This design comes from an exercise in tuning for small area on the open sky130 flow, not from production work.
In this exercise RTL edits were held to simulation tests only and were not proved equivalent to the original.

==> flow/design.v (outline; a module is shown in full before it is edited, if it fits) <==
// module Sumador: 7 lines
// module Filtro_low1: 684 lines
// module Filtro_low2: 799 lines
// module Filtro_mid1: 886 lines
// module Filtro_mid2: 634 lines
// module Filtro_hi1: 1007 lines
// module Filtro_hi2: 1143 lines
// module Paso_Banda: 15 lines
module Paso_Banda (
  input  wire signed [20:0] u,
  input  wire clk, rst, EN,
  output wire signed [20:0] y1, y2, y3
);
  // ...
==> flow/run.sh <==
#!/bin/bash
# synth_recipe.tcl (not shown) runs the flow's synth.tcl, then flattens the netlist and writes it again
# the make line also repeats each setting of config.mk as NAME=value (left out here)
make -C /OpenROAD-flow-scripts/flow DESIGN_CONFIG=/design/flow/config.mk WORK_HOME=/design/flow/orfs CLKGATE_MAP_FILE= SYNTH_SCRIPT=/design/flow/synth_recipe.tcl finish
==> flow/config.mk <==
export PLATFORM = sky130hd
export DESIGN_NAME = Paso_Banda
export DESIGN_NICKNAME = Paso_Banda
export VERILOG_FILES = /design/flow/design.v
export SDC_FILE = /design/flow/constraint.sdc
export NUM_CORES = 4
export LEC_CHECK = 0
export CAP_MARGIN = 20
export CORE_MARGIN = 2
export CORE_UTILIZATION = 40
export CTS_BUF_LIST = sky130_fd_sc_hd__clkbuf_8
export CTS_CLUSTER_DIAMETER = 70
export CTS_CLUSTER_SIZE = 24
export SLEW_MARGIN = 20
export SYNTH_HIERARCHICAL = 1
==> flow/constraint.sdc <==
create_clock -name core_clock -period 25.0 [get_ports {clk}]
set_input_delay 5.0000 -clock core_clock [delete_from_list [all_inputs] [get_ports {clk}]]
set_output_delay 5.0000 -clock core_clock [all_outputs]
set_load 0.01 [all_outputs]
==> flow_summary_export.csv, run 1 <==
group,metric,value,unit
sta,fin_ws,1.04,ns
clocking,cts.htree.levels,3,
die,die_w,402,um
grt,antenna_found_initial,2,
sta,whs,0.521,ns
cells_and_area,regArea,11400,um^2
clocking,cts_sinks,454,
routing,drt.antenna.violating_nets,0,
run_status,outcome,"no timing/DRC/antenna violations",
synthesis,syn_nets,7263,
critical_path,regToRegEndpoint,"s_hi2.f1[12]",
cells_and_area,syn_to_final_growth,7.18,%
cells_and_area,clkCellAreaFrac,2.17,%
routing,wl_met2,76000,um
cells_and_area,multi_input_area_share,71.1,%
synthesis,synthArstFlopShare,100,%
clocking,cts_resized,0,
place,placed_area,66500,um^2
routing,wire_per_inst,21.1,um
synthesis,synth_ff_type,"dfrtp_1",
cells_and_area,inv_count,701,
cells_and_area,layout.cells.non_filler,7534,
critical_path,critPathCaptureType,"flip-flop",
==> module Filtro_low1, before the edit <==
module Filtro_low1 (
  input  wire clk, rst, EN,
  input  wire [20:0] x,
  output wire [10:0] y
);
  reg [20:0] f1;
  reg [10:0] t;
  reg [20:0] m2r;
  reg [8:0] mcr;
  wire low1_n0 = f1[2] ^ f1[0];
  wire low1_n1 = f1[2] & f1[0];
  wire low1_n2, low1_n3;
  Sumador u_low1_n2 (.a(f1[3]), .b(f1[1]), .c(low1_n1), .s(low1_n2), .co(low1_n3));
  wire low1_n4, low1_n5;
  Sumador u_low1_n4 (.a(f1[4]), .b(f1[2]), .c(low1_n3), .s(low1_n4), .co(low1_n5));
  wire low1_n6, low1_n7;
  Sumador u_low1_n6 (.a(f1[5]), .b(f1[3]), .c(low1_n5), .s(low1_n6), .co(low1_n7));
  wire low1_n8, low1_n9;
  Sumador u_low1_n8 (.a(f1[6]), .b(f1[4]), .c(low1_n7), .s(low1_n8), .co(low1_n9));
  wire low1_n10, low1_n11;
  Sumador u_low1_n10 (.a(f1[7]), .b(f1[5]), .c(low1_n9), .s(low1_n10), .co(low1_n11));
  wire low1_n12, low1_n13;
  Sumador u_low1_n12 (.a(f1[8]), .b(f1[6]), .c(low1_n11), .s(low1_n12), .co(low1_n13));
  wire low1_n14, low1_n15;
  Sumador u_low1_n14 (.a(f1[9]), .b(f1[7]), .c(low1_n13), .s(low1_n14), .co(low1_n15));
  wire low1_n16, low1_n17;
  Sumador u_low1_n16 (.a(f1[10]), .b(f1[8]), .c(low1_n15), .s(low1_n16), .co(low1_n17));
  wire low1_n18, low1_n19;
  Sumador u_low1_n18 (.a(f1[11]), .b(f1[9]), .c(low1_n17), .s(low1_n18), .co(low1_n19));
  wire low1_n20, low1_n21;
  Sumador u_low1_n20 (.a(f1[12]), .b(f1[10]), .c(low1_n19), .s(low1_n20), .co(low1_n21));
  wire low1_n22, low1_n23;
  Sumador u_low1_n22 (.a(f1[13]), .b(f1[11]), .c(low1_n21), .s(low1_n22), .co(low1_n23));
  wire low1_n24, low1_n25;
  Sumador u_low1_n24 (.a(f1[14]), .b(f1[12]), .c(low1_n23), .s(low1_n24), .co(low1_n25));
  wire low1_n26, low1_n27;
  Sumador u_low1_n26 (.a(f1[15]), .b(f1[13]), .c(low1_n25), .s(low1_n26), .co(low1_n27));
  wire low1_n28, low1_n29;
  Sumador u_low1_n28 (.a(f1[16]), .b(f1[14]), .c(low1_n27), .s(low1_n28), .co(low1_n29));
  wire low1_n30, low1_n31;
  Sumador u_low1_n30 (.a(f1[17]), .b(f1[15]), .c(low1_n29), .s(low1_n30), .co(low1_n31));
  wire low1_n32, low1_n33;
  Sumador u_low1_n32 (.a(f1[18]), .b(f1[16]), .c(low1_n31), .s(low1_n32), .co(low1_n33));
  wire low1_n34, low1_n35;
  Sumador u_low1_n34 (.a(f1[19]), .b(f1[17]), .c(low1_n33), .s(low1_n34), .co(low1_n35));
  wire low1_n36, low1_n37;
  Sumador u_low1_n36 (.a(f1[18]), .b(f1[20]), .c(low1_n35), .s(low1_n36), .co(low1_n37));
  wire low1_n38, low1_n39;
  Sumador u_low1_n38 (.a(f1[19]), .b(f1[20]), .c(low1_n37), .s(low1_n38), .co(low1_n39));
  wire low1_n40 = ~low1_n39;
  wire low1_n41, low1_n42;
  Sumador u_low1_n41 (.a(low1_n40), .b(f1[20]), .c(f1[20]), .s(low1_n41), .co(low1_n42));
  wire low1_n43 = ~f1[1];
  wire low1_n44 = ~f1[0];
  wire low1_n45 = low1_n43 ^ low1_n44;
  wire low1_n46 = low1_n43 & low1_n44;
  wire low1_n47 = ~f1[2];
  wire low1_n48 = low1_n46 ^ low1_n47;
  wire low1_n49 = low1_n46 & low1_n47;
  wire low1_n50 = ~f1[3];
  wire low1_n51, low1_n52;
  Sumador u_low1_n51 (.a(f1[0]), .b(low1_n49), .c(low1_n50), .s(low1_n51), .co(low1_n52));
  wire low1_n53 = ~f1[4];
  wire low1_n54, low1_n55;
  Sumador u_low1_n54 (.a(f1[1]), .b(low1_n52), .c(low1_n53), .s(low1_n54), .co(low1_n55));
  wire low1_n56 = ~f1[5];
  wire low1_n57, low1_n58;
  Sumador u_low1_n57 (.a(f1[2]), .b(low1_n55), .c(low1_n56), .s(low1_n57), .co(low1_n58));
  wire low1_n59 = ~f1[6];
  wire low1_n60, low1_n61;
  Sumador u_low1_n60 (.a(f1[3]), .b(low1_n58), .c(low1_n59), .s(low1_n60), .co(low1_n61));
  wire low1_n62 = ~f1[7];
  wire low1_n63, low1_n64;
  Sumador u_low1_n63 (.a(f1[4]), .b(low1_n61), .c(low1_n62), .s(low1_n63), .co(low1_n64));
  wire low1_n65 = ~f1[8];
  wire low1_n66, low1_n67;
  Sumador u_low1_n66 (.a(f1[5]), .b(low1_n64), .c(low1_n65), .s(low1_n66), .co(low1_n67));
  wire low1_n68 = ~f1[9];
  wire low1_n69, low1_n70;
  Sumador u_low1_n69 (.a(f1[6]), .b(low1_n67), .c(low1_n68), .s(low1_n69), .co(low1_n70));
  wire low1_n71 = ~f1[10];
  wire low1_n72, low1_n73;
  Sumador u_low1_n72 (.a(f1[7]), .b(low1_n70), .c(low1_n71), .s(low1_n72), .co(low1_n73));
  wire low1_n74 = ~f1[11];
  wire low1_n75, low1_n76;
  Sumador u_low1_n75 (.a(f1[8]), .b(low1_n73), .c(low1_n74), .s(low1_n75), .co(low1_n76));
  wire low1_n77 = ~f1[12];
  wire low1_n78, low1_n79;
  Sumador u_low1_n78 (.a(f1[9]), .b(low1_n76), .c(low1_n77), .s(low1_n78), .co(low1_n79));
  wire low1_n80 = ~f1[13];
  wire low1_n81, low1_n82;
  Sumador u_low1_n81 (.a(f1[10]), .b(low1_n79), .c(low1_n80), .s(low1_n81), .co(low1_n82));
  wire low1_n83 = ~f1[14];
  wire low1_n84, low1_n85;
  Sumador u_low1_n84 (.a(f1[11]), .b(low1_n82), .c(low1_n83), .s(low1_n84), .co(low1_n85));
  wire low1_n86 = ~f1[15];
  wire low1_n87, low1_n88;
  Sumador u_low1_n87 (.a(f1[12]), .b(low1_n85), .c(low1_n86), .s(low1_n87), .co(low1_n88));
  wire low1_n89 = ~f1[16];
  wire low1_n90, low1_n91;
  Sumador u_low1_n90 (.a(f1[13]), .b(low1_n88), .c(low1_n89), .s(low1_n90), .co(low1_n91));
  wire low1_n92 = ~f1[17];
  wire low1_n93, low1_n94;
  Sumador u_low1_n93 (.a(f1[14]), .b(low1_n91), .c(low1_n92), .s(low1_n93), .co(low1_n94));
  wire low1_n95 = ~f1[18];
  wire low1_n96, low1_n97;
  Sumador u_low1_n96 (.a(f1[15]), .b(low1_n94), .c(low1_n95), .s(low1_n96), .co(low1_n97));
  wire low1_n98 = ~f1[19];
  wire low1_n99, low1_n100;
  Sumador u_low1_n99 (.a(f1[16]), .b(low1_n97), .c(low1_n98), .s(low1_n99), .co(low1_n100));
  wire low1_n101, low1_n102;
  Sumador u_low1_n101 (.a(f1[20]), .b(f1[17]), .c(low1_n100), .s(low1_n101), .co(low1_n102));
  wire low1_n103, low1_n104;
  Sumador u_low1_n103 (.a(f1[18]), .b(low1_n102), .c(low1_n101), .s(low1_n103), .co(low1_n104));
  wire low1_n105, low1_n106;
  Sumador u_low1_n105 (.a(f1[19]), .b(low1_n104), .c(low1_n103), .s(low1_n105), .co(low1_n106));
  wire low1_n107 = ~f1[20];
  wire low1_n108, low1_n109;
  Sumador u_low1_n108 (.a(low1_n106), .b(low1_n105), .c(low1_n107), .s(low1_n108), .co(low1_n109));
  wire low1_n110 = ({~f1[20], f1[19:0]} >= 21'h1829CF);
  wire low1_n111 = ({~f1[20], f1[19:0]} <= 21'h7D631);
  wire low1_n112 = ~(low1_n110 | low1_n111);
  wire low1_n113 = ~low1_n112;
  wire low1_n114 = ~(f1[0] & low1_n112);
  wire low1_n115 = ~(f1[1] & low1_n112);
  wire low1_n116 = ~(f1[2] & low1_n112);
  wire low1_n117 = ~(f1[3] & low1_n112);
  wire low1_n118 = ~(f1[4] & low1_n112);
  wire low1_n119 = ~(f1[5] & low1_n112);
  wire low1_n120 = ~(f1[6] & low1_n112);
  wire low1_n121 = ~(f1[7] & low1_n112);
  wire low1_n122 = ~(f1[8] & low1_n112);
  wire low1_n123 = ~(f1[9] & low1_n112);
  wire low1_n124 = ~(f1[10] & low1_n112);
  wire low1_n125 = ~(f1[11] & low1_n112);
  wire low1_n126 = ~(f1[12] & low1_n112);
  wire low1_n127 = ~(f1[13] & low1_n112);
  wire low1_n128 = ~(f1[14] & low1_n112);
  wire low1_n129 = ~(f1[15] & low1_n112);
  wire low1_n130 = ~(f1[16] & low1_n112);
  wire low1_n131 = ~(f1[17] & low1_n112);
  wire low1_n132 = ~(f1[18] & low1_n112);
  wire low1_n133 = ~(f1[19] & low1_n112);
  wire low1_n134 = ~(f1[20] & low1_n112);
  wire low1_n135 = ~low1_n112;
  wire low1_n136 = ~(f1[0] & low1_n112);
  wire low1_n137 = ~(f1[1] & low1_n112);
  wire low1_n138 = ~(low1_n0 & low1_n112);
  wire low1_n139 = ~(low1_n2 & low1_n112);
  wire low1_n140 = ~(low1_n4 & low1_n112);
  wire low1_n141 = ~(low1_n6 & low1_n112);
  wire low1_n142 = ~(low1_n8 & low1_n112);
  wire low1_n143 = ~(low1_n10 & low1_n112);
  wire low1_n144 = ~(low1_n12 & low1_n112);
  wire low1_n145 = ~(low1_n14 & low1_n112);
  wire low1_n146 = ~(low1_n16 & low1_n112);
  wire low1_n147 = ~(low1_n18 & low1_n112);
  wire low1_n148 = ~(low1_n20 & low1_n112);
  wire low1_n149 = ~(low1_n22 & low1_n112);
  wire low1_n150 = ~(low1_n24 & low1_n112);
  wire low1_n151 = ~(low1_n26 & low1_n112);
  wire low1_n152 = ~(low1_n28 & low1_n112);
  wire low1_n153 = ~(low1_n30 & low1_n112);
  wire low1_n154 = ~(low1_n32 & low1_n112);
  wire low1_n155 = ~(low1_n34 & low1_n112);
  wire low1_n156 = ~(low1_n36 & low1_n112);
  wire low1_n157 = ~(low1_n38 & low1_n112);
  wire low1_n158 = ~(low1_n41 | low1_n135);
  wire low1_n159 = ~(low1_n42 & low1_n112);
  wire low1_n160 = ~low1_n114;
  wire low1_n161 = low1_n160 ^ low1_n119;
  wire low1_n162 = low1_n160 & low1_n119;
  wire low1_n163 = ~low1_n115;
  wire low1_n164, low1_n165;
  assign low1_n165 = (low1_n163 & low1_n120) | (low1_n163 & low1_n162) | (low1_n120 & low1_n162);
  wire low1_n166 = ~low1_n116;
  wire low1_n167, low1_n168;
  assign low1_n168 = (low1_n166 & low1_n121) | (low1_n166 & low1_n165) | (low1_n121 & low1_n165);
  wire low1_n169 = low1_n122 ^ low1_n168;
  wire low1_n170 = low1_n122 & low1_n168;
  wire low1_n171 = ~low1_n169;
  wire low1_n172, low1_n173;
  assign low1_n173 = (low1_n117 & low1_n136) | (low1_n117 & low1_n171) | (low1_n136 & low1_n171);
  wire low1_n174, low1_n175;
  Sumador u_low1_n174 (.a(low1_n118), .b(low1_n137), .c(low1_n173), .s(low1_n174), .co(low1_n175));
  wire low1_n176 = ~low1_n174;
  wire low1_n177, low1_n178;
  assign low1_n178 = (low1_n176 & low1_n123) | (low1_n176 & low1_n170) | (low1_n123 & low1_n170);
  wire low1_n179, low1_n180;
  Sumador u_low1_n179 (.a(low1_n119), .b(low1_n138), .c(low1_n175), .s(low1_n179), .co(low1_n180));
  wire low1_n181 = ~low1_n179;
  wire low1_n182, low1_n183;
  assign low1_n183 = (low1_n181 & low1_n124) | (low1_n181 & low1_n178) | (low1_n124 & low1_n178);
  wire low1_n184, low1_n185;
  Sumador u_low1_n184 (.a(low1_n120), .b(low1_n139), .c(low1_n180), .s(low1_n184), .co(low1_n185));
  wire low1_n186 = ~low1_n184;
  wire low1_n187, low1_n188;
  assign low1_n188 = (low1_n186 & low1_n125) | (low1_n186 & low1_n183) | (low1_n125 & low1_n183);
  wire low1_n189, low1_n190;
  Sumador u_low1_n189 (.a(low1_n121), .b(low1_n140), .c(low1_n185), .s(low1_n189), .co(low1_n190));
  wire low1_n191 = ~low1_n189;
  wire low1_n192, low1_n193;
  assign low1_n193 = (low1_n191 & low1_n126) | (low1_n191 & low1_n188) | (low1_n126 & low1_n188);
  wire low1_n194, low1_n195;
  Sumador u_low1_n194 (.a(low1_n122), .b(low1_n141), .c(low1_n190), .s(low1_n194), .co(low1_n195));
  wire low1_n196 = ~low1_n194;
  wire low1_n197, low1_n198;
  assign low1_n198 = (low1_n196 & low1_n127) | (low1_n196 & low1_n193) | (low1_n127 & low1_n193);
  wire low1_n199, low1_n200;
  Sumador u_low1_n199 (.a(low1_n123), .b(low1_n142), .c(low1_n195), .s(low1_n199), .co(low1_n200));
  wire low1_n201 = ~low1_n199;
  wire low1_n202, low1_n203;
  assign low1_n203 = (low1_n201 & low1_n128) | (low1_n201 & low1_n198) | (low1_n128 & low1_n198);
  wire low1_n204, low1_n205;
  Sumador u_low1_n204 (.a(m2r[0]), .b(low1_n124), .c(low1_n143), .s(low1_n204), .co(low1_n205));
  wire low1_n206, low1_n207;
  Sumador u_low1_n206 (.a(low1_n129), .b(low1_n110), .c(low1_n203), .s(low1_n206), .co(low1_n207));
  wire low1_n208, low1_n209;
  Sumador u_low1_n208 (.a(low1_n204), .b(low1_n200), .c(low1_n206), .s(low1_n208), .co(low1_n209));
  wire low1_n210, low1_n211;
  Sumador u_low1_n210 (.a(m2r[1]), .b(low1_n125), .c(low1_n144), .s(low1_n210), .co(low1_n211));
  wire low1_n212, low1_n213;
  Sumador u_low1_n212 (.a(low1_n130), .b(low1_n114), .c(low1_n207), .s(low1_n212), .co(low1_n213));
  wire low1_n214, low1_n215;
  Sumador u_low1_n214 (.a(low1_n205), .b(low1_n210), .c(low1_n209), .s(low1_n214), .co(low1_n215));
  wire low1_n216, low1_n217;
  Sumador u_low1_n216 (.a(low1_n206), .b(low1_n212), .c(low1_n214), .s(low1_n216), .co(low1_n217));
  wire low1_n218, low1_n219;
  Sumador u_low1_n218 (.a(m2r[2]), .b(low1_n126), .c(low1_n145), .s(low1_n218), .co(low1_n219));
  wire low1_n220, low1_n221;
  Sumador u_low1_n220 (.a(low1_n131), .b(low1_n115), .c(low1_n213), .s(low1_n220), .co(low1_n221));
  wire low1_n222, low1_n223;
  Sumador u_low1_n222 (.a(low1_n211), .b(low1_n218), .c(low1_n215), .s(low1_n222), .co(low1_n223));
  wire low1_n224 = low1_n220 ^ low1_n217;
  wire low1_n225 = low1_n220 & low1_n217;
  wire low1_n226 = ~low1_n224;
  wire low1_n227, low1_n228;
  Sumador u_low1_n227 (.a(low1_n214), .b(low1_n222), .c(low1_n226), .s(low1_n227), .co(low1_n228));
  wire low1_n229, low1_n230;
  Sumador u_low1_n229 (.a(m2r[3]), .b(low1_n127), .c(low1_n146), .s(low1_n229), .co(low1_n230));
  wire low1_n231, low1_n232;
  Sumador u_low1_n231 (.a(low1_n132), .b(low1_n116), .c(low1_n221), .s(low1_n231), .co(low1_n232));
  wire low1_n233, low1_n234;
  Sumador u_low1_n233 (.a(low1_n219), .b(low1_n229), .c(low1_n223), .s(low1_n233), .co(low1_n234));
  wire low1_n235 = low1_n231 ^ low1_n225;
  wire low1_n236 = low1_n231 & low1_n225;
  wire low1_n237 = ~low1_n235;
  wire low1_n238, low1_n239;
  Sumador u_low1_n238 (.a(low1_n233), .b(low1_n228), .c(low1_n237), .s(low1_n238), .co(low1_n239));
  wire low1_n240, low1_n241;
  Sumador u_low1_n240 (.a(m2r[4]), .b(low1_n128), .c(low1_n147), .s(low1_n240), .co(low1_n241));
  wire low1_n242, low1_n243;
  Sumador u_low1_n242 (.a(low1_n133), .b(low1_n117), .c(low1_n232), .s(low1_n242), .co(low1_n243));
  wire low1_n244, low1_n245;
  Sumador u_low1_n244 (.a(low1_n230), .b(low1_n240), .c(low1_n234), .s(low1_n244), .co(low1_n245));
  wire low1_n246 = low1_n242 ^ low1_n236;
  wire low1_n247 = low1_n242 & low1_n236;
  wire low1_n248 = ~low1_n246;
  wire low1_n249, low1_n250;
  Sumador u_low1_n249 (.a(low1_n244), .b(low1_n239), .c(low1_n248), .s(low1_n249), .co(low1_n250));
  wire low1_n251, low1_n252;
  Sumador u_low1_n251 (.a(m2r[5]), .b(low1_n134), .c(low1_n129), .s(low1_n251), .co(low1_n252));
  wire low1_n253, low1_n254;
  Sumador u_low1_n253 (.a(low1_n251), .b(low1_n148), .c(low1_n241), .s(low1_n253), .co(low1_n254));
  wire low1_n255, low1_n256;
  Sumador u_low1_n255 (.a(low1_n118), .b(low1_n243), .c(low1_n247), .s(low1_n255), .co(low1_n256));
  wire low1_n257, low1_n258;
  Sumador u_low1_n257 (.a(low1_n253), .b(low1_n245), .c(low1_n250), .s(low1_n257), .co(low1_n258));
  wire low1_n259 = ~low1_n255;
  wire low1_n260 = low1_n257 ^ low1_n259;
  wire low1_n261 = low1_n257 & low1_n259;
  wire low1_n262, low1_n263;
  Sumador u_low1_n262 (.a(m2r[6]), .b(low1_n130), .c(low1_n252), .s(low1_n262), .co(low1_n263));
  wire low1_n264, low1_n265;
  Sumador u_low1_n264 (.a(low1_n262), .b(low1_n149), .c(low1_n254), .s(low1_n264), .co(low1_n265));
  wire low1_n266, low1_n267;
  Sumador u_low1_n266 (.a(low1_n264), .b(low1_n258), .c(low1_n261), .s(low1_n266), .co(low1_n267));
  wire low1_n268, low1_n269;
  Sumador u_low1_n268 (.a(low1_n119), .b(low1_n256), .c(low1_n266), .s(low1_n268), .co(low1_n269));
  wire low1_n270, low1_n271;
  Sumador u_low1_n270 (.a(m2r[7]), .b(low1_n131), .c(low1_n263), .s(low1_n270), .co(low1_n271));
  wire low1_n272, low1_n273;
  Sumador u_low1_n272 (.a(low1_n270), .b(low1_n150), .c(low1_n265), .s(low1_n272), .co(low1_n273));
  wire low1_n274, low1_n275;
  Sumador u_low1_n274 (.a(low1_n272), .b(low1_n267), .c(low1_n266), .s(low1_n274), .co(low1_n275));
  wire low1_n276, low1_n277;
  Sumador u_low1_n276 (.a(low1_n120), .b(low1_n269), .c(low1_n274), .s(low1_n276), .co(low1_n277));
  wire low1_n278, low1_n279;
  Sumador u_low1_n278 (.a(m2r[8]), .b(low1_n132), .c(low1_n271), .s(low1_n278), .co(low1_n279));
  wire low1_n280, low1_n281;
  Sumador u_low1_n280 (.a(low1_n278), .b(low1_n151), .c(low1_n273), .s(low1_n280), .co(low1_n281));
  wire low1_n282, low1_n283;
  Sumador u_low1_n282 (.a(low1_n280), .b(low1_n275), .c(low1_n274), .s(low1_n282), .co(low1_n283));
  wire low1_n284, low1_n285;
  Sumador u_low1_n284 (.a(low1_n121), .b(low1_n277), .c(low1_n282), .s(low1_n284), .co(low1_n285));
  wire low1_n286, low1_n287;
  Sumador u_low1_n286 (.a(m2r[9]), .b(low1_n133), .c(low1_n279), .s(low1_n286), .co(low1_n287));
  wire low1_n288, low1_n289;
  Sumador u_low1_n288 (.a(low1_n286), .b(low1_n152), .c(low1_n281), .s(low1_n288), .co(low1_n289));
  wire low1_n290, low1_n291;
  Sumador u_low1_n290 (.a(low1_n288), .b(low1_n283), .c(low1_n282), .s(low1_n290), .co(low1_n291));
  wire low1_n292, low1_n293;
  Sumador u_low1_n292 (.a(low1_n122), .b(low1_n285), .c(low1_n290), .s(low1_n292), .co(low1_n293));
  wire low1_n294 = ~m2r[10];
  wire low1_n295, low1_n296;
  Sumador u_low1_n295 (.a(low1_n294), .b(low1_n134), .c(low1_n123), .s(low1_n295), .co(low1_n296));
  wire low1_n297, low1_n298;
  Sumador u_low1_n297 (.a(low1_n287), .b(low1_n153), .c(low1_n289), .s(low1_n297), .co(low1_n298));
  wire low1_n299, low1_n300;
  Sumador u_low1_n299 (.a(low1_n297), .b(low1_n291), .c(low1_n290), .s(low1_n299), .co(low1_n300));
  wire low1_n301 = ~low1_n299;
  wire low1_n302, low1_n303;
  Sumador u_low1_n302 (.a(low1_n301), .b(low1_n295), .c(low1_n293), .s(low1_n302), .co(low1_n303));
  wire low1_n304 = ~m2r[11];
  wire low1_n305, low1_n306;
  Sumador u_low1_n305 (.a(low1_n304), .b(low1_n124), .c(low1_n296), .s(low1_n305), .co(low1_n306));
  wire low1_n307, low1_n308;
  Sumador u_low1_n307 (.a(low1_n154), .b(low1_n298), .c(low1_n300), .s(low1_n307), .co(low1_n308));
  wire low1_n309, low1_n310;
  Sumador u_low1_n309 (.a(low1_n305), .b(low1_n307), .c(low1_n303), .s(low1_n309), .co(low1_n310));
  wire low1_n311 = ~m2r[12];
  wire low1_n312, low1_n313;
  Sumador u_low1_n312 (.a(low1_n311), .b(low1_n125), .c(low1_n306), .s(low1_n312), .co(low1_n313));
  wire low1_n314, low1_n315;
  Sumador u_low1_n314 (.a(low1_n155), .b(low1_n308), .c(low1_n307), .s(low1_n314), .co(low1_n315));
  wire low1_n316, low1_n317;
  Sumador u_low1_n316 (.a(low1_n312), .b(low1_n314), .c(low1_n310), .s(low1_n316), .co(low1_n317));
  wire low1_n318 = ~m2r[13];
  wire low1_n319, low1_n320;
  Sumador u_low1_n319 (.a(low1_n318), .b(low1_n126), .c(low1_n313), .s(low1_n319), .co(low1_n320));
  wire low1_n321, low1_n322;
  Sumador u_low1_n321 (.a(low1_n156), .b(low1_n315), .c(low1_n314), .s(low1_n321), .co(low1_n322));
  wire low1_n323, low1_n324;
  Sumador u_low1_n323 (.a(low1_n319), .b(low1_n317), .c(low1_n321), .s(low1_n323), .co(low1_n324));
  wire low1_n325 = ~m2r[14];
  wire low1_n326, low1_n327;
  Sumador u_low1_n326 (.a(low1_n325), .b(low1_n127), .c(low1_n320), .s(low1_n326), .co(low1_n327));
  wire low1_n328, low1_n329;
  Sumador u_low1_n328 (.a(low1_n157), .b(low1_n322), .c(low1_n321), .s(low1_n328), .co(low1_n329));
  wire low1_n330, low1_n331;
  Sumador u_low1_n330 (.a(low1_n326), .b(low1_n324), .c(low1_n328), .s(low1_n330), .co(low1_n331));
  wire low1_n332 = ~m2r[15];
  wire low1_n333, low1_n334;
  Sumador u_low1_n333 (.a(low1_n332), .b(low1_n128), .c(low1_n327), .s(low1_n333), .co(low1_n334));
  wire low1_n335, low1_n336;
  Sumador u_low1_n335 (.a(low1_n333), .b(low1_n158), .c(low1_n331), .s(low1_n335), .co(low1_n336));
  wire low1_n337, low1_n338;
  Sumador u_low1_n337 (.a(low1_n329), .b(low1_n328), .c(low1_n335), .s(low1_n337), .co(low1_n338));
  wire low1_n339 = ~m2r[16];
  wire low1_n340, low1_n341;
  Sumador u_low1_n340 (.a(low1_n339), .b(low1_n129), .c(low1_n334), .s(low1_n340), .co(low1_n341));
  wire low1_n342, low1_n343;
  Sumador u_low1_n342 (.a(low1_n340), .b(low1_n159), .c(low1_n336), .s(low1_n342), .co(low1_n343));
  wire low1_n344 = ~low1_n338;
  wire low1_n345, low1_n346;
  Sumador u_low1_n345 (.a(low1_n344), .b(low1_n335), .c(low1_n342), .s(low1_n345), .co(low1_n346));
  wire low1_n347 = ~m2r[17];
  wire low1_n348, low1_n349;
  Sumador u_low1_n348 (.a(low1_n347), .b(low1_n130), .c(low1_n341), .s(low1_n348), .co(low1_n349));
  wire low1_n350, low1_n351;
  Sumador u_low1_n350 (.a(low1_n348), .b(low1_n343), .c(low1_n346), .s(low1_n350), .co(low1_n351));
  wire low1_n352 = ~m2r[18];
  wire low1_n353, low1_n354;
  Sumador u_low1_n353 (.a(low1_n352), .b(low1_n131), .c(low1_n349), .s(low1_n353), .co(low1_n354));
  wire low1_n355, low1_n356;
  Sumador u_low1_n355 (.a(low1_n353), .b(low1_n351), .c(low1_n350), .s(low1_n355), .co(low1_n356));
  wire low1_n357 = ~m2r[19];
  wire low1_n358, low1_n359;
  Sumador u_low1_n358 (.a(low1_n357), .b(low1_n132), .c(low1_n354), .s(low1_n358), .co(low1_n359));
  wire low1_n360, low1_n361;
  Sumador u_low1_n360 (.a(low1_n358), .b(low1_n356), .c(low1_n355), .s(low1_n360), .co(low1_n361));
  wire low1_n362, low1_n363;
  Sumador u_low1_n362 (.a(m2r[20]), .b(low1_n133), .c(low1_n111), .s(low1_n362), .co(low1_n363));
  wire low1_n364 = ~low1_n110;
  wire low1_n365, low1_n366;
  Sumador u_low1_n365 (.a(low1_n364), .b(low1_n362), .c(low1_n359), .s(low1_n365), .co(low1_n366));
  wire low1_n367, low1_n368;
  Sumador u_low1_n367 (.a(low1_n365), .b(low1_n361), .c(low1_n360), .s(low1_n367), .co(low1_n368));
  wire low1_n369 = ~low1_n134;
  wire low1_n370, low1_n371;
  Sumador u_low1_n370 (.a(low1_n369), .b(low1_n363), .c(low1_n366), .s(low1_n370), .co(low1_n371));
  wire low1_n372, low1_n373;
  Sumador u_low1_n372 (.a(low1_n370), .b(low1_n368), .c(low1_n367), .s(low1_n372), .co(low1_n373));
  wire [21:0] S = {low1_n372, low1_n367, low1_n360, low1_n355, low1_n350, ~low1_n345, low1_n337, ~low1_n330, ~low1_n323, ~low1_n316, ~low1_n309, ~low1_n302, ~low1_n292, ~low1_n284, ~low1_n276, ~low1_n268, low1_n260, low1_n249, low1_n238, low1_n227, ~low1_n216, low1_n208};
  wire low1_n374 = x[0] ^ low1_n208;
  wire low1_n375 = x[0] & low1_n208;
  wire low1_n376 = ~low1_n216;
  wire low1_n377, low1_n378;
  Sumador u_low1_n377 (.a(x[1]), .b(low1_n375), .c(low1_n376), .s(low1_n377), .co(low1_n378));
  wire low1_n379, low1_n380;
  Sumador u_low1_n379 (.a(x[2]), .b(low1_n378), .c(low1_n227), .s(low1_n379), .co(low1_n380));
  wire low1_n381, low1_n382;
  Sumador u_low1_n381 (.a(x[3]), .b(low1_n238), .c(low1_n380), .s(low1_n381), .co(low1_n382));
  wire low1_n383, low1_n384;
  Sumador u_low1_n383 (.a(x[4]), .b(low1_n249), .c(low1_n382), .s(low1_n383), .co(low1_n384));
  wire low1_n385, low1_n386;
  Sumador u_low1_n385 (.a(x[5]), .b(low1_n384), .c(low1_n260), .s(low1_n385), .co(low1_n386));
  wire low1_n387 = ~low1_n268;
  wire low1_n388, low1_n389;
  Sumador u_low1_n388 (.a(x[6]), .b(low1_n386), .c(low1_n387), .s(low1_n388), .co(low1_n389));
  wire low1_n390 = ~low1_n276;
  wire low1_n391, low1_n392;
  Sumador u_low1_n391 (.a(x[7]), .b(low1_n389), .c(low1_n390), .s(low1_n391), .co(low1_n392));
  wire low1_n393 = ~low1_n284;
  wire low1_n394, low1_n395;
  Sumador u_low1_n394 (.a(x[8]), .b(low1_n392), .c(low1_n393), .s(low1_n394), .co(low1_n395));
  wire low1_n396 = ~low1_n292;
  wire low1_n397, low1_n398;
  Sumador u_low1_n397 (.a(x[9]), .b(low1_n395), .c(low1_n396), .s(low1_n397), .co(low1_n398));
  wire low1_n399 = ~low1_n302;
  wire low1_n400, low1_n401;
  Sumador u_low1_n400 (.a(x[10]), .b(low1_n398), .c(low1_n399), .s(low1_n400), .co(low1_n401));
  wire low1_n402 = ~low1_n309;
  wire low1_n403, low1_n404;
  Sumador u_low1_n403 (.a(x[11]), .b(low1_n401), .c(low1_n402), .s(low1_n403), .co(low1_n404));
  wire low1_n405 = ~low1_n316;
  wire low1_n406, low1_n407;
  Sumador u_low1_n406 (.a(x[12]), .b(low1_n404), .c(low1_n405), .s(low1_n406), .co(low1_n407));
  wire low1_n408 = ~low1_n323;
  wire low1_n409, low1_n410;
  Sumador u_low1_n409 (.a(x[13]), .b(low1_n407), .c(low1_n408), .s(low1_n409), .co(low1_n410));
  wire low1_n411 = ~low1_n330;
  wire low1_n412, low1_n413;
  Sumador u_low1_n412 (.a(x[14]), .b(low1_n410), .c(low1_n411), .s(low1_n412), .co(low1_n413));
  wire low1_n414, low1_n415;
  Sumador u_low1_n414 (.a(x[15]), .b(low1_n413), .c(low1_n337), .s(low1_n414), .co(low1_n415));
  wire low1_n416 = ~low1_n345;
  wire low1_n417, low1_n418;
  Sumador u_low1_n417 (.a(x[16]), .b(low1_n415), .c(low1_n416), .s(low1_n417), .co(low1_n418));
  wire low1_n419, low1_n420;
  Sumador u_low1_n419 (.a(x[17]), .b(low1_n350), .c(low1_n418), .s(low1_n419), .co(low1_n420));
  wire low1_n421, low1_n422;
  Sumador u_low1_n421 (.a(x[18]), .b(low1_n355), .c(low1_n420), .s(low1_n421), .co(low1_n422));
  wire low1_n423, low1_n424;
  Sumador u_low1_n423 (.a(x[19]), .b(low1_n422), .c(low1_n360), .s(low1_n423), .co(low1_n424));
  wire low1_n425, low1_n426;
  Sumador u_low1_n425 (.a(x[20]), .b(low1_n424), .c(low1_n367), .s(low1_n425), .co(low1_n426));
  wire low1_n427 = ~low1_n426;
  wire low1_n428, low1_n429;
  Sumador u_low1_n428 (.a(low1_n427), .b(x[20]), .c(low1_n372), .s(low1_n428), .co(low1_n429));
  wire [22:0] R0 = {low1_n429, ~low1_n428, low1_n425, low1_n423, low1_n421, low1_n419, low1_n417, low1_n414, low1_n412, low1_n409, low1_n406, low1_n403, low1_n400, low1_n397, low1_n394, low1_n391, low1_n388, low1_n385, low1_n383, low1_n381, low1_n379, low1_n377, low1_n374};
  wire [20:0] xs = x;
  wire [20:0] xz;
  assign xz[0] = 1'b1;
  genvar gi;
  generate for (gi = 1; gi < 21; gi = gi + 1) begin : dz
    assign xz[gi] = xz[gi-1] & ~xs[gi-1];
  end endgenerate
  wire [20:0] xm = {xz[20], xs[19:0] ^ xz[19:0]};
  wire So = (~S[21] & (|S[20:20]));
  wire Su = (S[21] & ~(&S[20:20]));
  wire [20:0] fk = (So & xs[20]) ? xm : (Su & ~xs[20]) ? {1'b1, xs[19:0]} : (~R0[22] & (|R0[21:20])) ? 21'h0FFFFF : (R0[22] & ~(&R0[21:20])) ? 21'h100000 : R0[20:0];
  wire low1_n430 = f1[0] ^ low1_n63;
  wire low1_n431 = f1[0] & low1_n63;
  wire low1_n432, low1_n433;
  Sumador u_low1_n432 (.a(f1[1]), .b(low1_n431), .c(low1_n66), .s(low1_n432), .co(low1_n433));
  wire low1_n434, low1_n435;
  assign low1_n435 = (low1_n0 & low1_n69) | (low1_n0 & low1_n433) | (low1_n69 & low1_n433);
  wire low1_n436, low1_n437;
  assign low1_n437 = (low1_n2 & low1_n72) | (low1_n2 & low1_n435) | (low1_n72 & low1_n435);
  wire low1_n438, low1_n439;
  assign low1_n439 = (low1_n4 & low1_n75) | (low1_n4 & low1_n437) | (low1_n75 & low1_n437);
  wire low1_n440, low1_n441;
  assign low1_n441 = (low1_n6 & low1_n78) | (low1_n6 & low1_n439) | (low1_n78 & low1_n439);
  wire low1_n442, low1_n443;
  assign low1_n443 = (low1_n8 & low1_n81) | (low1_n8 & low1_n441) | (low1_n81 & low1_n441);
  wire low1_n444, low1_n445;
  Sumador u_low1_n444 (.a(low1_n10), .b(low1_n84), .c(low1_n443), .s(low1_n444), .co(low1_n445));
  wire low1_n446 = ~low1_n444;
  wire low1_n447 = low1_n446 ^ f1[0];
  wire low1_n448 = low1_n446 & f1[0];
  wire low1_n449, low1_n450;
  Sumador u_low1_n449 (.a(low1_n12), .b(low1_n87), .c(low1_n445), .s(low1_n449), .co(low1_n450));
  wire low1_n451 = ~low1_n449;
  wire low1_n452, low1_n453;
  Sumador u_low1_n452 (.a(low1_n451), .b(f1[1]), .c(low1_n448), .s(low1_n452), .co(low1_n453));
  wire low1_n454, low1_n455;
  Sumador u_low1_n454 (.a(low1_n14), .b(low1_n90), .c(low1_n450), .s(low1_n454), .co(low1_n455));
  wire low1_n456 = ~low1_n454;
  wire low1_n457, low1_n458;
  Sumador u_low1_n457 (.a(low1_n456), .b(f1[2]), .c(low1_n453), .s(low1_n457), .co(low1_n458));
  wire low1_n459, low1_n460;
  Sumador u_low1_n459 (.a(low1_n16), .b(low1_n93), .c(low1_n455), .s(low1_n459), .co(low1_n460));
  wire low1_n461 = ~low1_n459;
  wire low1_n462, low1_n463;
  Sumador u_low1_n462 (.a(low1_n461), .b(f1[3]), .c(low1_n458), .s(low1_n462), .co(low1_n463));
  wire low1_n464, low1_n465;
  Sumador u_low1_n464 (.a(low1_n18), .b(low1_n96), .c(low1_n460), .s(low1_n464), .co(low1_n465));
  wire low1_n466 = ~low1_n464;
  wire low1_n467, low1_n468;
  Sumador u_low1_n467 (.a(low1_n466), .b(f1[4]), .c(low1_n463), .s(low1_n467), .co(low1_n468));
  wire low1_n469, low1_n470;
  Sumador u_low1_n469 (.a(low1_n20), .b(low1_n99), .c(low1_n465), .s(low1_n469), .co(low1_n470));
  wire low1_n471 = ~low1_n469;
  wire low1_n472, low1_n473;
  Sumador u_low1_n472 (.a(low1_n471), .b(f1[5]), .c(low1_n468), .s(low1_n472), .co(low1_n473));
  wire low1_n474, low1_n475;
  Sumador u_low1_n474 (.a(f1[6]), .b(low1_n101), .c(low1_n473), .s(low1_n474), .co(low1_n475));
  wire low1_n476 = ~low1_n474;
  wire low1_n477, low1_n478;
  Sumador u_low1_n477 (.a(low1_n22), .b(low1_n470), .c(low1_n476), .s(low1_n477), .co(low1_n478));
  wire low1_n479, low1_n480;
  Sumador u_low1_n479 (.a(f1[7]), .b(low1_n103), .c(low1_n475), .s(low1_n479), .co(low1_n480));
  wire low1_n481 = ~low1_n479;
  wire low1_n482, low1_n483;
  Sumador u_low1_n482 (.a(low1_n24), .b(low1_n478), .c(low1_n481), .s(low1_n482), .co(low1_n483));
  wire low1_n484, low1_n485;
  Sumador u_low1_n484 (.a(f1[8]), .b(low1_n105), .c(low1_n480), .s(low1_n484), .co(low1_n485));
  wire low1_n486 = ~low1_n484;
  wire low1_n487, low1_n488;
  Sumador u_low1_n487 (.a(low1_n26), .b(low1_n483), .c(low1_n486), .s(low1_n487), .co(low1_n488));
  wire low1_n489, low1_n490;
  Sumador u_low1_n489 (.a(f1[9]), .b(low1_n108), .c(low1_n485), .s(low1_n489), .co(low1_n490));
  wire low1_n491, low1_n492;
  Sumador u_low1_n491 (.a(low1_n28), .b(low1_n489), .c(low1_n488), .s(low1_n491), .co(low1_n492));
  wire low1_n493, low1_n494;
  Sumador u_low1_n493 (.a(f1[10]), .b(low1_n490), .c(low1_n489), .s(low1_n493), .co(low1_n494));
  wire low1_n495, low1_n496;
  Sumador u_low1_n495 (.a(low1_n30), .b(low1_n493), .c(low1_n492), .s(low1_n495), .co(low1_n496));
  wire low1_n497, low1_n498;
  Sumador u_low1_n497 (.a(f1[11]), .b(low1_n494), .c(low1_n493), .s(low1_n497), .co(low1_n498));
  wire low1_n499, low1_n500;
  Sumador u_low1_n499 (.a(low1_n32), .b(low1_n496), .c(low1_n497), .s(low1_n499), .co(low1_n500));
  wire low1_n501, low1_n502;
  Sumador u_low1_n501 (.a(f1[12]), .b(low1_n498), .c(low1_n497), .s(low1_n501), .co(low1_n502));
  wire low1_n503, low1_n504;
  Sumador u_low1_n503 (.a(low1_n34), .b(low1_n500), .c(low1_n501), .s(low1_n503), .co(low1_n504));
  wire low1_n505, low1_n506;
  Sumador u_low1_n505 (.a(f1[13]), .b(low1_n502), .c(low1_n501), .s(low1_n505), .co(low1_n506));
  wire low1_n507, low1_n508;
  Sumador u_low1_n507 (.a(low1_n36), .b(low1_n504), .c(low1_n505), .s(low1_n507), .co(low1_n508));
  wire low1_n509, low1_n510;
  Sumador u_low1_n509 (.a(f1[14]), .b(low1_n506), .c(low1_n505), .s(low1_n509), .co(low1_n510));
  wire low1_n511, low1_n512;
  Sumador u_low1_n511 (.a(low1_n38), .b(low1_n508), .c(low1_n509), .s(low1_n511), .co(low1_n512));
  wire low1_n513, low1_n514;
  Sumador u_low1_n513 (.a(f1[15]), .b(low1_n41), .c(low1_n510), .s(low1_n513), .co(low1_n514));
  wire low1_n515, low1_n516;
  Sumador u_low1_n515 (.a(low1_n509), .b(low1_n513), .c(low1_n512), .s(low1_n515), .co(low1_n516));
  wire low1_n517, low1_n518;
  Sumador u_low1_n517 (.a(f1[16]), .b(low1_n42), .c(low1_n514), .s(low1_n517), .co(low1_n518));
  wire low1_n519 = ~low1_n512;
  wire low1_n520, low1_n521;
  Sumador u_low1_n520 (.a(low1_n519), .b(low1_n516), .c(low1_n517), .s(low1_n520), .co(low1_n521));
  wire low1_n522, low1_n523;
  Sumador u_low1_n522 (.a(f1[17]), .b(low1_n518), .c(low1_n521), .s(low1_n522), .co(low1_n523));
  wire low1_n524, low1_n525;
  Sumador u_low1_n524 (.a(f1[18]), .b(low1_n523), .c(low1_n522), .s(low1_n524), .co(low1_n525));
  wire low1_n526, low1_n527;
  Sumador u_low1_n526 (.a(f1[19]), .b(low1_n525), .c(low1_n524), .s(low1_n526), .co(low1_n527));
  wire low1_n528, low1_n529;
  Sumador u_low1_n528 (.a(low1_n107), .b(low1_n527), .c(low1_n526), .s(low1_n528), .co(low1_n529));
  wire [20:0] m2 = {~low1_n528, low1_n526, low1_n524, low1_n522, ~low1_n520, ~low1_n515, low1_n511, low1_n507, low1_n503, low1_n499, low1_n495, low1_n491, low1_n487, low1_n482, low1_n477, ~low1_n472, ~low1_n467, ~low1_n462, ~low1_n457, ~low1_n452, ~low1_n447};
  wire [8:0] mc = {low1_n108, ~low1_n105, ~low1_n103, ~low1_n101, low1_n99, low1_n96, low1_n93, low1_n90, low1_n87};
  wire low1_n530, low1_n531;
  Sumador u_low1_n530 (.a(low1_n44), .b(f1[1]), .c(f1[0]), .s(low1_n530), .co(low1_n531));
  wire low1_n532 = ~low1_n45;
  wire low1_n533, low1_n534;
  Sumador u_low1_n533 (.a(low1_n532), .b(f1[2]), .c(low1_n531), .s(low1_n533), .co(low1_n534));
  wire low1_n535 = ~low1_n48;
  wire low1_n536, low1_n537;
  Sumador u_low1_n536 (.a(low1_n535), .b(f1[3]), .c(low1_n534), .s(low1_n536), .co(low1_n537));
  wire low1_n538 = ~low1_n51;
  wire low1_n539, low1_n540;
  Sumador u_low1_n539 (.a(low1_n538), .b(f1[4]), .c(low1_n537), .s(low1_n539), .co(low1_n540));
  wire low1_n541 = ~low1_n54;
  wire low1_n542, low1_n543;
  Sumador u_low1_n542 (.a(low1_n541), .b(f1[5]), .c(low1_n540), .s(low1_n542), .co(low1_n543));
  wire low1_n544 = ~low1_n57;
  wire low1_n545, low1_n546;
  Sumador u_low1_n545 (.a(low1_n544), .b(f1[6]), .c(low1_n543), .s(low1_n545), .co(low1_n546));
  wire low1_n547 = ~low1_n60;
  wire low1_n548, low1_n549;
  Sumador u_low1_n548 (.a(low1_n547), .b(f1[7]), .c(low1_n546), .s(low1_n548), .co(low1_n549));
  wire low1_n550 = ~low1_n63;
  wire low1_n551, low1_n552;
  Sumador u_low1_n551 (.a(low1_n550), .b(f1[8]), .c(low1_n549), .s(low1_n551), .co(low1_n552));
  wire low1_n553 = ~low1_n66;
  wire low1_n554, low1_n555;
  Sumador u_low1_n554 (.a(low1_n553), .b(f1[9]), .c(low1_n552), .s(low1_n554), .co(low1_n555));
  wire low1_n556 = ~low1_n69;
  wire low1_n557, low1_n558;
  Sumador u_low1_n557 (.a(low1_n556), .b(f1[10]), .c(low1_n555), .s(low1_n557), .co(low1_n558));
  wire low1_n559 = ~low1_n72;
  wire low1_n560, low1_n561;
  Sumador u_low1_n560 (.a(low1_n559), .b(f1[11]), .c(low1_n558), .s(low1_n560), .co(low1_n561));
  wire low1_n562 = ~low1_n75;
  wire low1_n563, low1_n564;
  Sumador u_low1_n563 (.a(low1_n562), .b(f1[12]), .c(low1_n561), .s(low1_n563), .co(low1_n564));
  wire low1_n565 = ~low1_n78;
  wire low1_n566, low1_n567;
  Sumador u_low1_n566 (.a(low1_n565), .b(f1[13]), .c(low1_n564), .s(low1_n566), .co(low1_n567));
  wire low1_n568 = ~low1_n81;
  wire low1_n569, low1_n570;
  Sumador u_low1_n569 (.a(low1_n568), .b(f1[14]), .c(low1_n567), .s(low1_n569), .co(low1_n570));
  wire low1_n571 = mcr[0] ^ low1_n84;
  wire low1_n572 = mcr[0] & low1_n84;
  wire low1_n573 = ~low1_n571;
  wire low1_n574, low1_n575;
  Sumador u_low1_n574 (.a(low1_n573), .b(f1[15]), .c(low1_n570), .s(low1_n574), .co(low1_n575));
  wire low1_n576, low1_n577;
  Sumador u_low1_n576 (.a(mcr[1]), .b(low1_n572), .c(low1_n87), .s(low1_n576), .co(low1_n577));
  wire low1_n578 = ~low1_n576;
  wire low1_n579, low1_n580;
  Sumador u_low1_n579 (.a(low1_n578), .b(f1[16]), .c(low1_n575), .s(low1_n579), .co(low1_n580));
  wire low1_n581, low1_n582;
  Sumador u_low1_n581 (.a(mcr[2]), .b(low1_n90), .c(low1_n577), .s(low1_n581), .co(low1_n582));
  wire low1_n583 = ~low1_n581;
  wire low1_n584, low1_n585;
  Sumador u_low1_n584 (.a(low1_n583), .b(f1[17]), .c(low1_n580), .s(low1_n584), .co(low1_n585));
  wire low1_n586, low1_n587;
  Sumador u_low1_n586 (.a(mcr[3]), .b(low1_n93), .c(low1_n582), .s(low1_n586), .co(low1_n587));
  wire low1_n588 = ~low1_n586;
  wire low1_n589, low1_n590;
  Sumador u_low1_n589 (.a(low1_n588), .b(f1[18]), .c(low1_n585), .s(low1_n589), .co(low1_n590));
  wire low1_n591, low1_n592;
  Sumador u_low1_n591 (.a(mcr[4]), .b(low1_n96), .c(low1_n587), .s(low1_n591), .co(low1_n592));
  wire low1_n593 = ~low1_n591;
  wire low1_n594, low1_n595;
  Sumador u_low1_n594 (.a(low1_n593), .b(f1[19]), .c(low1_n590), .s(low1_n594), .co(low1_n595));
  wire low1_n596, low1_n597;
  Sumador u_low1_n596 (.a(f1[20]), .b(mcr[5]), .c(low1_n99), .s(low1_n596), .co(low1_n597));
  wire low1_n598, low1_n599;
  Sumador u_low1_n598 (.a(low1_n592), .b(low1_n596), .c(low1_n595), .s(low1_n598), .co(low1_n599));
  wire low1_n600, low1_n601;
  Sumador u_low1_n600 (.a(mcr[6]), .b(low1_n597), .c(low1_n599), .s(low1_n600), .co(low1_n601));
  wire low1_n602, low1_n603;
  Sumador u_low1_n602 (.a(low1_n101), .b(low1_n595), .c(low1_n600), .s(low1_n602), .co(low1_n603));
  wire low1_n604, low1_n605;
  Sumador u_low1_n604 (.a(mcr[7]), .b(low1_n601), .c(low1_n600), .s(low1_n604), .co(low1_n605));
  wire low1_n606, low1_n607;
  Sumador u_low1_n606 (.a(low1_n103), .b(low1_n603), .c(low1_n604), .s(low1_n606), .co(low1_n607));
  wire low1_n608, low1_n609;
  Sumador u_low1_n608 (.a(mcr[8]), .b(low1_n105), .c(low1_n607), .s(low1_n608), .co(low1_n609));
  wire low1_n610 = ~low1_n608;
  wire low1_n611, low1_n612;
  Sumador u_low1_n611 (.a(low1_n605), .b(low1_n604), .c(low1_n610), .s(low1_n611), .co(low1_n612));
  wire low1_n613 = ~low1_n612;
  wire low1_n614, low1_n615;
  Sumador u_low1_n614 (.a(low1_n613), .b(low1_n108), .c(low1_n609), .s(low1_n614), .co(low1_n615));
  wire [10:0] T = {low1_n615, ~low1_n614, low1_n611, ~low1_n606, ~low1_n602, low1_n598, ~low1_n594, ~low1_n589, ~low1_n584, ~low1_n579, ~low1_n574};
  wire [10:0] tk = T;
  wire low1_n616 = t[0] ^ low1_n87;
  wire low1_n617 = t[0] & low1_n87;
  wire low1_n618, low1_n619;
  Sumador u_low1_n618 (.a(t[1]), .b(low1_n617), .c(low1_n90), .s(low1_n618), .co(low1_n619));
  wire low1_n620, low1_n621;
  Sumador u_low1_n620 (.a(t[2]), .b(low1_n93), .c(low1_n619), .s(low1_n620), .co(low1_n621));
  wire low1_n622, low1_n623;
  Sumador u_low1_n622 (.a(t[3]), .b(low1_n96), .c(low1_n621), .s(low1_n622), .co(low1_n623));
  wire low1_n624, low1_n625;
  Sumador u_low1_n624 (.a(t[4]), .b(low1_n99), .c(low1_n623), .s(low1_n624), .co(low1_n625));
  wire low1_n626 = ~low1_n101;
  wire low1_n627, low1_n628;
  Sumador u_low1_n627 (.a(t[5]), .b(low1_n625), .c(low1_n626), .s(low1_n627), .co(low1_n628));
  wire low1_n629 = ~low1_n103;
  wire low1_n630, low1_n631;
  Sumador u_low1_n630 (.a(t[6]), .b(low1_n628), .c(low1_n629), .s(low1_n630), .co(low1_n631));
  wire low1_n632 = ~low1_n105;
  wire low1_n633, low1_n634;
  Sumador u_low1_n633 (.a(t[7]), .b(low1_n631), .c(low1_n632), .s(low1_n633), .co(low1_n634));
  wire low1_n635, low1_n636;
  Sumador u_low1_n635 (.a(t[8]), .b(low1_n108), .c(low1_n634), .s(low1_n635), .co(low1_n636));
  wire low1_n637, low1_n638;
  Sumador u_low1_n637 (.a(t[9]), .b(low1_n108), .c(low1_n636), .s(low1_n637), .co(low1_n638));
  wire low1_n639 = ~low1_n638;
  wire low1_n640, low1_n641;
  Sumador u_low1_n640 (.a(low1_n639), .b(t[10]), .c(low1_n108), .s(low1_n640), .co(low1_n641));
  wire [10:0] Y = {~low1_n640, low1_n637, low1_n635, low1_n633, low1_n630, low1_n627, low1_n624, low1_n622, low1_n620, low1_n618, low1_n616};
  assign y = Y;
  always @(posedge clk or posedge rst) begin
    if (rst) begin
      f1 <= 21'd0;
      t <= 11'd0;
      m2r <= 21'd0;
      mcr <= 9'd0;
    end else if (EN) begin
      f1 <= fk;
      t <= tk;
      m2r <= m2;
      mcr <= mc;
    end
  end
endmodule
==> module Paso_Banda, before the edit <==
module Paso_Banda (
  input  wire signed [20:0] u,
  input  wire clk, rst, EN,
  output wire signed [20:0] y1, y2, y3
);
  wire [10:0] c_low;
  Filtro_low1 s_low1 (.clk(clk), .rst(rst), .EN(EN), .x(u), .y(c_low));
  Filtro_low2 s_low2 (.clk(clk), .rst(rst), .EN(EN), .x(c_low), .y(y1));
  wire [19:0] c_mid;
  Filtro_mid1 s_mid1 (.clk(clk), .rst(rst), .EN(EN), .x(u), .y(c_mid));
  Filtro_mid2 s_mid2 (.clk(clk), .rst(rst), .EN(EN), .x(c_mid), .y(y2));
  wire [20:0] c_hi;
  Filtro_hi1 s_hi1 (.clk(clk), .rst(rst), .EN(EN), .x(u), .y(c_hi));
  Filtro_hi2 s_hi2 (.clk(clk), .rst(rst), .EN(EN), .x(c_hi), .y(y3));
endmodule
==> run 2: changes to the inputs <==
--- a/flow/design.v
+++ b/flow/design.v
@@ -3,16 +3,17 @@
   output wire s, co
 );
   assign s = a ^ b ^ c;
   assign co = (a & b) | (a & c) | (b & c);
 endmodule
 module Filtro_low1 (
   input  wire clk, rst, EN,
   input  wire [20:0] x,
+  input  wire [20:0] xm,
   output wire [10:0] y
 );
   reg [20:0] f1;
   reg [10:0] t;
   reg [20:0] m2r;
   reg [8:0] mcr;
   wire low1_n0 = f1[2] ^ f1[0];
   wire low1_n1 = f1[2] & f1[0];
@@ -442,23 +443,16 @@
   Sumador u_low1_n423 (.a(x[19]), .b(low1_n422), .c(low1_n360), .s(low1_n423), .co(low1_n424));
   wire low1_n425, low1_n426;
   Sumador u_low1_n425 (.a(x[20]), .b(low1_n424), .c(low1_n367), .s(low1_n425), .co(low1_n426));
   wire low1_n427 = ~low1_n426;
   wire low1_n428, low1_n429;
   Sumador u_low1_n428 (.a(low1_n427), .b(x[20]), .c(low1_n372), .s(low1_n428), .co(low1_n429));
   wire [22:0] R0 = {low1_n429, ~low1_n428, low1_n425, low1_n423, low1_n421, low1_n419, low1_n417, low1_n414, low1_n412, low1_n409, low1_n406, low1_n403, low1_n400, low1_n397, low1_n394, low1_n391, low1_n388, low1_n385, low1_n383, low1_n381, low1_n379, low1_n377, low1_n374};
   wire [20:0] xs = x;
-  wire [20:0] xz;
-  assign xz[0] = 1'b1;
-  genvar gi;
-  generate for (gi = 1; gi < 21; gi = gi + 1) begin : dz
-    assign xz[gi] = xz[gi-1] & ~xs[gi-1];
-  end endgenerate
-  wire [20:0] xm = {xz[20], xs[19:0] ^ xz[19:0]};
   wire So = (~S[21] & (|S[20:20]));
   wire Su = (S[21] & ~(&S[20:20]));
   wire [20:0] fk = (So & xs[20]) ? xm : (Su & ~xs[20]) ? {1'b1, xs[19:0]} : (~R0[22] & (|R0[21:20])) ? 21'h0FFFFF : (R0[22] & ~(&R0[21:20])) ? 21'h100000 : R0[20:0];
   wire low1_n430 = f1[0] ^ low1_n63;
   wire low1_n431 = f1[0] & low1_n63;
   wire low1_n432, low1_n433;
   Sumador u_low1_n432 (.a(f1[1]), .b(low1_n431), .c(low1_n66), .s(low1_n432), .co(low1_n433));
   wire low1_n434, low1_n435;
@@ -1486,16 +1480,17 @@
       f2 <= f1;
       mcr <= mc;
     end
   end
 endmodule
 module Filtro_mid1 (
   input  wire clk, rst, EN,
   input  wire [20:0] x,
+  input  wire [20:0] xm,
   output wire [19:0] y
 );
   reg [20:0] f1;
   reg [18:0] t;
   reg [19:0] m2r;
   reg [17:0] mcr;
   wire mid1_n0 = f1[2] ^ f1[0];
   wire mid1_n1 = f1[2] & f1[0];
@@ -1895,23 +1890,16 @@
   Sumador u_mid1_n393 (.a(x[19]), .b(mid1_n391), .c(mid1_n392), .s(mid1_n393), .co(mid1_n394));
   wire mid1_n395, mid1_n396;
   Sumador u_mid1_n395 (.a(x[20]), .b(mid1_n343), .c(mid1_n394), .s(mid1_n395), .co(mid1_n396));
   wire mid1_n397 = ~mid1_n394;
   wire mid1_n398, mid1_n399;
   Sumador u_mid1_n398 (.a(mid1_n397), .b(mid1_n346), .c(mid1_n396), .s(mid1_n398), .co(mid1_n399));
   wire [22:0] R0 = {mid1_n399, ~mid1_n398, ~mid1_n395, mid1_n393, mid1_n390, mid1_n388, mid1_n386, mid1_n383, mid1_n380, mid1_n378, mid1_n376, mid1_n374, mid1_n372, mid1_n370, mid1_n368, mid1_n365, mid1_n362, mid1_n360, mid1_n358, mid1_n356, mid1_n354, mid1_n352, mid1_n349};
   wire [20:0] xs = x;
-  wire [20:0] xz;
-  assign xz[0] = 1'b1;
-  genvar gi;
-  generate for (gi = 1; gi < 21; gi = gi + 1) begin : dz
-    assign xz[gi] = xz[gi-1] & ~xs[gi-1];
-  end endgenerate
-  wire [20:0] xm = {xz[20], xs[19:0] ^ xz[19:0]};
   wire So = (~S[21] & (|S[20:20]));
   wire Su = (S[21] & ~(&S[20:20]));
   wire [20:0] fk = (So & xs[20]) ? xm : (Su & ~xs[20]) ? {1'b1, xs[19:0]} : (~R0[22] & (|R0[21:20])) ? 21'h0FFFFF : (R0[22] & ~(&R0[21:20])) ? 21'h100000 : R0[20:0];
   wire mid1_n400 = ~f1[1];
   wire mid1_n401 = ~f1[0];
   wire mid1_n402 = mid1_n400 ^ mid1_n401;
   wire mid1_n403 = mid1_n400 & mid1_n401;
   wire mid1_n404 = ~mid1_n0;
@@ -3006,16 +2994,17 @@
       t <= tk;
       f2 <= f1;
     end
   end
 endmodule
 module Filtro_hi1 (
   input  wire clk, rst, EN,
   input  wire [20:0] x,
+  input  wire [20:0] xm,
   output wire [20:0] y
 );
   reg [20:0] f1;
   reg [20:0] t;
   reg [20:0] m2r;
   reg [20:0] mcr;
   wire hi1_n0 = f1[2] ^ f1[0];
   wire hi1_n1 = f1[2] & f1[0];
@@ -3438,23 +3427,16 @@
   Sumador u_hi1_n416 (.a(x[19]), .b(hi1_n414), .c(hi1_n415), .s(hi1_n416), .co(hi1_n417));
   wire hi1_n418, hi1_n419;
   Sumador u_hi1_n418 (.a(x[20]), .b(hi1_n359), .c(hi1_n417), .s(hi1_n418), .co(hi1_n419));
   wire hi1_n420 = ~x[20];
   wire hi1_n421, hi1_n422;
   Sumador u_hi1_n421 (.a(hi1_n363), .b(hi1_n419), .c(hi1_n420), .s(hi1_n421), .co(hi1_n422));
   wire [22:0] R0 = {~hi1_n422, hi1_n421, hi1_n418, hi1_n416, hi1_n413, hi1_n410, hi1_n407, hi1_n404, hi1_n402, hi1_n400, hi1_n398, hi1_n396, hi1_n393, hi1_n391, hi1_n389, hi1_n386, hi1_n383, hi1_n380, hi1_n377, hi1_n374, hi1_n371, hi1_n368, hi1_n365};
   wire [20:0] xs = x;
-  wire [20:0] xz;
-  assign xz[0] = 1'b1;
-  genvar gi;
-  generate for (gi = 1; gi < 21; gi = gi + 1) begin : dz
-    assign xz[gi] = xz[gi-1] & ~xs[gi-1];
-  end endgenerate
-  wire [20:0] xm = {xz[20], xs[19:0] ^ xz[19:0]};
   wire So = (~S[21] & (|S[20:20]));
   wire Su = (S[21] & ~(&S[20:20]));
   wire [20:0] fk = (So & xs[20]) ? xm : (Su & ~xs[20]) ? {1'b1, xs[19:0]} : (~R0[22] & (|R0[21:20])) ? 21'h0FFFFF : (R0[22] & ~(&R0[21:20])) ? 21'h100000 : R0[20:0];
   wire hi1_n423 = f1[0] ^ hi1_n49;
   wire hi1_n424 = f1[0] & hi1_n49;
   wire hi1_n425, hi1_n426;
   Sumador u_hi1_n425 (.a(f1[1]), .b(hi1_n424), .c(hi1_n51), .s(hi1_n425), .co(hi1_n426));
   wire hi1_n427, hi1_n428;
@@ -5158,18 +5140,25 @@
     end
   end
 endmodule
 module Paso_Banda (
   input  wire signed [20:0] u,
   input  wire clk, rst, EN,
   output wire signed [20:0] y1, y2, y3
 );
+  wire [20:0] uz;
+  assign uz[0] = 1'b1;
+  genvar gi;
+  generate for (gi = 1; gi < 21; gi = gi + 1) begin : dz
+    assign uz[gi] = uz[gi-1] & ~u[gi-1];
+  end endgenerate
+  wire [20:0] um = {uz[20], u[19:0] ^ uz[19:0]};
   wire [10:0] c_low;
-  Filtro_low1 s_low1 (.clk(clk), .rst(rst), .EN(EN), .x(u), .y(c_low));
+  Filtro_low1 s_low1 (.clk(clk), .rst(rst), .EN(EN), .x(u), .xm(um), .y(c_low));
   Filtro_low2 s_low2 (.clk(clk), .rst(rst), .EN(EN), .x(c_low), .y(y1));
   wire [19:0] c_mid;
-  Filtro_mid1 s_mid1 (.clk(clk), .rst(rst), .EN(EN), .x(u), .y(c_mid));
+  Filtro_mid1 s_mid1 (.clk(clk), .rst(rst), .EN(EN), .x(u), .xm(um), .y(c_mid));
   Filtro_mid2 s_mid2 (.clk(clk), .rst(rst), .EN(EN), .x(c_mid), .y(y2));
   wire [20:0] c_hi;
-  Filtro_hi1 s_hi1 (.clk(clk), .rst(rst), .EN(EN), .x(u), .y(c_hi));
+  Filtro_hi1 s_hi1 (.clk(clk), .rst(rst), .EN(EN), .x(u), .xm(um), .y(c_hi));
   Filtro_hi2 s_hi2 (.clk(clk), .rst(rst), .EN(EN), .x(c_hi), .y(y3));
 endmodule
==> flow/config.mk (replaced) <==
export PLATFORM = sky130hd
export DESIGN_NAME = Paso_Banda
export DESIGN_NICKNAME = Paso_Banda
export VERILOG_FILES = /design/flow/design.v
export SDC_FILE = /design/flow/constraint.sdc
export NUM_CORES = 4
export LEC_CHECK = 0
export CAP_MARGIN = 20
export CORE_MARGIN = 2
export CORE_UTILIZATION = 55
export CTS_BUF_LIST = sky130_fd_sc_hd__clkbuf_8
export CTS_CLUSTER_DIAMETER = 60
export CTS_CLUSTER_SIZE = 20
export SLEW_MARGIN = 20
export SYNTH_HIERARCHICAL = 1
==> run 2 against run 1 <==
Still clean. Critical path depth up 4. Sequential share of layout area up 0.35 points. Critical path type unchanged. Critical endpoint is now s_hi2.f1[14].
==> flow_summary_export.csv, run 2 <==
group,metric,value,unit
die,die_h,342,um
critical_path,crit_path_top_delay_cell,"fa_2",
cells_and_area,syn_to_final_growth,6.23,%
sta,report.final.slew_viol_count,0,
sta,whs,0.527,ns
critical_path,path_max_fanout,20,
sta,fin_setup_tns,0,ns
synthesis,synthCells,5286,
sta,hold_viol_final,0,
routing,drt.antenna.violating_nets,0,
synthesis,syn_area_per_cell,11.9,um^2
routing,drc_errors,0,
sta,finalSetupViolations,0,
place,numPortBuffers,86,
run_status,outcome,"no timing/DRC/antenna violations",
synthesis,synth_common_cells,"fa_1, inv_1, nand2_1, dfrtp_1, a21oi_1",
critical_path,critPathCaptureType,"flip-flop",
synthesis,synth_top_area_cell,"fa_1",
grt,overflow,0,
sta,grt_setup_unrepaired,"false",
routing,via_count,39318,
grt,antenna_found_initial,1,
die,die_w,342,um
sta,fmax,41.7,MHz
synthesis,synth_seq_cells,454,
cells_and_area,fin_nets,7098,
place,placed_area,65000,um^2
critical_path,crit_top_cell,"fa_1",
clocking,clock-root-buffer,"clkbuf_8",
worst_hold_path,min-delay-start,"s_hi2.t[20]",
die,fp-row-count,123,
synthesis,synth_ff_type,"dfrtp_1",
die,core-area,113000,um^2
clocking,cts_resized,0,
clocking,cts.htree.levels,3,
cells_and_area,final_common_cell,"fa_1",
synthesis,synthArstFlopShare,100,%
critical_path,max_stage_delay,0.65,ns
clocking,post_cts_buffers,0,
critical_path,startpoint,"s_hi1.f1[0]",
grt,grt_max_degree,194,
clocking,cts.clk_slew.worst_paths,0.09,ns
place,dp_hpwl,126000,um
clocking,cts_sinks,454,
clocking,cts_buffers,69,
synthesis,syn_nets,7095,
die,start_util,55.6,%
critical_path,worstReg2RegStart,"s_hi1.f1[0]",
routing,routed_wl,160000,um
critical_path,worstPathRequired,25.61,ns
sta,tightest_slew,1.12,ns
synthesis,synth_area_leaders,"fa_1, dfrtp_1, inv_1",
synthesis,synth_area,62700,um^2
cells_and_area,final_cell_mix,"fa_1, inv_1, nand2_1",
die,dieArea,117000,um^2
clocking,clock_latency,0.75,ns
clocking,cts_hold_buf,0,
critical_path,path_buf_inv,4,
critical_path,ff2ff_setup_slack,1.01,ns
grt,grtUsageTotal,29.3,%
sta,skew,0.0679,ns
sta,relSlewSlack,24.9,%
routing,vias_per_cell,5.74,
cells_and_area,drive_gt1_share,9.08,%
critical_path,arrival,24.59,ns
routing,wire_per_inst,23.3,um
grt,grt_pass1_wl,260000,um
critical_path,crit_family,"adder cells",
[run 2: area by class of cell]
type                            count  area, um^2  share of cell area (%)
Multi-Input combinational cell   3881       47500                    71.4
Sequential cell                   454       11400                    17.1
Inverter                          694        2610                    3.92
Tap cell                         1500        1880                    2.82
Timing Repair Buffer              189        1670                    2.50
Clock buffer                       75        1030                    1.55
Clock inverter                     51         505                   0.759
Antenna cell                        1        2.50                 0.00376
[run 2: kinds of logic (layout without fill, tap and decap cells)]
family	count (synthesis)	in the layout	share of synthesized area, %
DFF	454	454	18.1
buffers and inverters	951	1009	6.11
muxes	210	210	3.70
AOI/OAI and AO/OA	864	864	8.62
adders and majority gates	1876	1876	56.6
other	0	1	0
and+or+nand+nor	913	913	6.63
xor gates and xnor gates	18	18	0.251
[run 2: final timing paths]
path / end / cells past startpoint
worst min-delay path: s_hi2.t[20] / 2
worst min register to register: s_hi2.t[20] / 2
worst max register to register: s_hi2.f1[14] / 68
max in group asynchronous: s_hi1.m2r[6] / 3
min in group asynchronous: s_hi2.t[3] / 2
worst max-delay path: s_hi2.f1[14] / 68
[run 2: tightest hold or removal path, stage by stage, from the launching register on]
cell and delay (ns):
dfrtp_1 0.35, nor2_1 0.04, a21oi_1 0.10
[run 2: through the flow]
stage / utilization (%) / worst slack, ns / std cells
2_1_floorplan: - / 2.44 / 5286
5_1_grt: 59.0 / 0.0446 / 6845
3_5_place_dp: 57.7 / 0.859 / 6718
4_1_cts: 59.0 / 0.775 / 6844
6_report: 59.0 / 1.01 / 6845
3_3_place_gp: 57.7 / 1.09 / 6718
[run 2: Yosys stat by module, one instance, submodules excluded]
module	area (um^2)	flip-flops and latches
Filtro_mid2	4240	63
Paso_Banda	384	0
Filtro_hi2	6220	83
Filtro_low2	5260	84
Filtro_low1	3960	62
Filtro_mid1	4440	78
Sumador	20.0	0
Filtro_hi1	5630	84
[run 2: per-layer routing]
layer / GRT usage, % / part of all wire [%] / routed length [um] / up-vias
met1: 43.0 / 44 / 70100 / 21048
met4: 7.25 / 2.3 / 3740 / 0
met3: 4.28 / 5.6 / 9020 / 216
met5: 0 / 0 / 0 / -
met2: 46.5 / 48 / 76800 / 1099
li1: - / - / - / 16955

what the ideal ports hide:
The results above use ideal ports. As a check the final layouts listed here were re-extracted and re-timed, cells and wires unchanged. Step 1, drivers: a clkbuf_16 drives clk and a buf_2 each remaining input, both assumed. Step 2 adds t to the input delays and takes it off the output delays; t is the mean of the earliest and latest rising clock arrival at the registers after step 1. Input paths then give back, and output paths get back, about the clock's delay inside the block. Three values: ideal, step 1, step 2; two values: the first two.
run	shift t [ns]	setup slack, ns	hold WS [ns]	worst register clock-pin slew, ns	cell pins on the clock port's net
run 1	0.871	1.038 / 1.038 / 1.038	0.521 / 0.521 / 0.521	0.11 / 0.11	1
run 2	0.793	1.011 / 1.011 / 1.011	0.527 / 0.527 / 0.527	0.10 / 0.10	1
After both steps every run listed still meets setup and hold.
